Background: an optimization exercise with open tools, aiming at small area. Do not read the settings as production practice.
In this exercise RTL edits were held to simulation tests only and were not proved equivalent to the original.
The clock port is modelled as an ideal driver, which makes a skipped or thinned clock tree look cheaper than it is; a real chip needs a root buffer or a tree.

==> flow/design.v <==
module delay_s (
	input clk,
	input load,
	output timeout
    );
	localparam [20:0] P  = 21'haaaaa;
	localparam [20:0] C1 = 21'h5bc56;
	reg  [20:0] q;
	wire [20:0] c = q ^ P;
	assign timeout = ((c & 21'h1ffbfb) == 21'h1893c9);
	always @(posedge clk) begin
		q[20:1] <= (load ? C1[20:1] : c[19:0]) ^ P[20:1];
		q[0] <= ~(load | timeout) & (c[20] ^ c[1]);
	end
endmodule
module debounce(
	input button_bressed, clk, reset,
	output button_state
    );
	localparam [9:0] P  = 10'h2aa;
	localparam [9:0] S0 = 10'h155;
	reg b, cnt;
	reg  [9:0] q;
	wire [9:0] d = q ^ P;
	wire timeout = ((d & 10'h2ff) == 10'h2aa);
	always @(posedge clk, posedge reset)
		if (reset) begin
			b <= 1'b0;
			cnt <= 1'b0;
		end else if (cnt) begin
			if (timeout) begin
				cnt <= 1'b0;
				b <= button_bressed;
			end
		end else
			cnt <= button_bressed ^ b;
	always @(posedge clk)
		q <= (cnt ? {d[8:0], d[9] ^ d[6]} : S0) ^ P;
	assign button_state = b;
endmodule
module Traffic_light(
	input button_bressed, clk, reset,
	output green_led, yellow_led, red_led
    );
	reg [2:0] s;
	wire b, timeout;
	debounce db (
		.button_bressed(button_bressed),
		.clk(clk),
		.reset(reset),
		.button_state(b)
	);
	wire t0 = (s == 3'b000);
	delay_s tm (
		.clk(clk),
		.load(t0),
		.timeout(timeout)
	);
	always @(posedge clk, posedge reset)
		if (reset)
			s <= 3'b000;
		else case (s)
			3'b000: if (b) s <= 3'b100;
			3'b100: if (timeout) s <= 3'b010;
			3'b010: if (b) s <= 3'b011; else if (timeout) s <= 3'b000;
			3'b011: if (timeout) s <= 3'b001;
			3'b001: if (timeout) s <= 3'b000;
			default: s <= 3'b000;
		endcase
	assign green_led = t0;
	assign yellow_led = s[2];
	assign red_led = s[1] | s[0];
endmodule
Settings: LEC_CHECK=0, CAP_MARGIN=20, CORE_MARGIN=2, CORE_UTILIZATION=25, SLEW_MARGIN=20; clock period 10.0 ns.
standard.sh (not shown) runs the stock make flow with config.mk's settings and CLKGATE_MAP_FILE= SYNTH_SCRIPT=/design/flow/synth_recipe.tcl, a recipe that flattens the netlist after the stock synthesis.
==> flow/flow/run.sh <==
#!/bin/bash
# Own layout flow: the standard ORFS flow (standard.sh) with
#  - the standard synthesis script, except that ABC maps with an area script,
#  - unit-size port buffers,
#  - a one-level clock tree built by flow/cts.tcl (3 buf_4 buffers off the clock port),
#  - power recovery (downsizing of gates off the critical path).
# Each step's full output stays in orfs/logs; make's output goes to flow_make.log.
set -euo pipefail
W=$PWD
export MY_ABC_SCRIPT=$W/flow/area.script
export MY_CTS_N=${MY_CTS_N:-3}
export MY_CTS_BUF=${MY_CTS_BUF:-sky130_fd_sc_hd__buf_4}
bash standard.sh \
  SYNTH_SCRIPT=$W/flow/my_synth.tcl \
  BUFFER_PORTS_ARGS="-buffer_cell sky130_fd_sc_hd__buf_1" \
  PRE_CTS_TCL=$W/flow/cts.tcl \
  RECOVER_POWER=100 \
  finish > $W/flow_make.log 2>&1
Other scripts of this flow, unchanged in this note and not shown: flow/flow/area.script, flow/flow/cts.tcl, flow/flow/my_synth.tcl
Edit:
==> flow/design.v (replaced) <==
module delay_s (
	input clk,
	input load,
	output timeout
    );
	reg  [20:0] q;
	wire [20:0] c = q ^ 21'haaaaa;
	assign timeout = ((c & 21'h1fffbe) == 21'h112792);
	always @(posedge clk) begin
		q[0] <= (load ? 1'b1 : (c[20] ^ c[1])) ^ 1'b0;
		q[1] <= ((load | timeout) ? 1'b0 : c[0]) ^ 1'b1;
		q[2] <= (load ? 1'b1 : c[1]) ^ 1'b0;
		q[3] <= (load ? 1'b1 : c[2]) ^ 1'b1;
		q[4] <= (load ? 1'b0 : c[3]) ^ 1'b0;
		q[5] <= (load ? 1'b1 : c[4]) ^ 1'b1;
		q[6] <= (load ? 1'b0 : c[5]) ^ 1'b0;
		q[7] <= (load ? 1'b1 : c[6]) ^ 1'b1;
		q[8] <= (load ? 1'b0 : c[7]) ^ 1'b0;
		q[9] <= (load ? 1'b0 : c[8]) ^ 1'b1;
		q[10] <= (load ? 1'b0 : c[9]) ^ 1'b0;
		q[11] <= (load ? 1'b1 : c[10]) ^ 1'b1;
		q[12] <= (load ? 1'b1 : c[11]) ^ 1'b0;
		q[13] <= (load ? 1'b1 : c[12]) ^ 1'b1;
		q[14] <= (load ? 1'b1 : c[13]) ^ 1'b0;
		q[15] <= (load ? 1'b0 : c[14]) ^ 1'b1;
		q[16] <= (load ? 1'b1 : c[15]) ^ 1'b0;
		q[17] <= (load ? 1'b1 : c[16]) ^ 1'b1;
		q[18] <= (load ? 1'b0 : c[17]) ^ 1'b0;
		q[19] <= (load ? 1'b1 : c[18]) ^ 1'b1;
		q[20] <= (load ? 1'b0 : c[19]) ^ 1'b0;
	end
endmodule
module debounce(
	input button_bressed, clk, reset,
	output button_state
    );
	localparam [9:0] P  = 10'h2aa;
	localparam [9:0] S0 = 10'h155;
	reg b, cnt;
	reg  [9:0] q;
	wire [9:0] d = q ^ P;
	wire timeout = ((d & 10'h2ff) == 10'h2aa);
	always @(posedge clk, posedge reset)
		if (reset) begin
			b <= 1'b0;
			cnt <= 1'b0;
		end else if (cnt) begin
			if (timeout) begin
				cnt <= 1'b0;
				b <= button_bressed;
			end
		end else
			cnt <= button_bressed ^ b;
	always @(posedge clk)
		q <= (cnt ? {d[8:0], d[9] ^ d[6]} : S0) ^ P;
	assign button_state = b;
endmodule
module Traffic_light(
	input button_bressed, clk, reset,
	output green_led, yellow_led, red_led
    );
	reg g, a, x;
	wire b, timeout;
	debounce db (
		.button_bressed(button_bressed),
		.clk(clk),
		.reset(reset),
		.button_state(b)
	);
	delay_s tm (
		.clk(clk),
		.load(g),
		.timeout(timeout)
	);
	always @(posedge clk, posedge reset)
		if (reset) begin
			g <= 1'b1;
			a <= 1'b0;
			x <= 1'b1;
		end else begin
			g <= g ? ~b : (timeout & ((~a & x & ~b) | (a & ~x)));
			a <= g ? (a & ~b) : (a | (x & b));
			x <= (x & ~(g ? b : (a & timeout))) | (~g & ~a & timeout);
		end
	assign green_led = g;
	assign yellow_led = ~(a | x);
	assign red_led = ~(g | yellow_led);
endmodule
=>
- The new run finished clean
- hold slack improved by 7.7 ps
- register-to-register slack improved by 630 ps
- global-route usage climbs by 0.38 points
- setup slack improves by 230 ps
- flip-flop and latch count stays the same
In every run of this note, the design's own scripts or RTL, not TritonCTS, make the clock network.

==> what the ideal ports hide <==
How much do the figures lean on ideal ports? The routed layouts below were timed once more, with nothing changed but the port constraints. Step 1: set_driving_cell puts a clkbuf_16 on clk and a buf_2 on each other input, an assumption about the parent block. Step 2, shift: input delay + t, output delay - t, t = (earliest + latest rising clock arrival at the registers) / 2. This alone moves slack from input paths to output paths. Slacks: no drivers / after step 1 / after step 2; pairs: no drivers / after step 1.
run | t (ns) | slack for setup (ns) | worst register clock-pin slew, ns
the first run | 0.174 | 6.449 / 6.415 / 6.590 | 0.11 / 0.11
the second run | 0.168 | 6.678 / 6.646 / 6.814 | 0.11 / 0.11
After both steps every run listed still meets setup and hold.
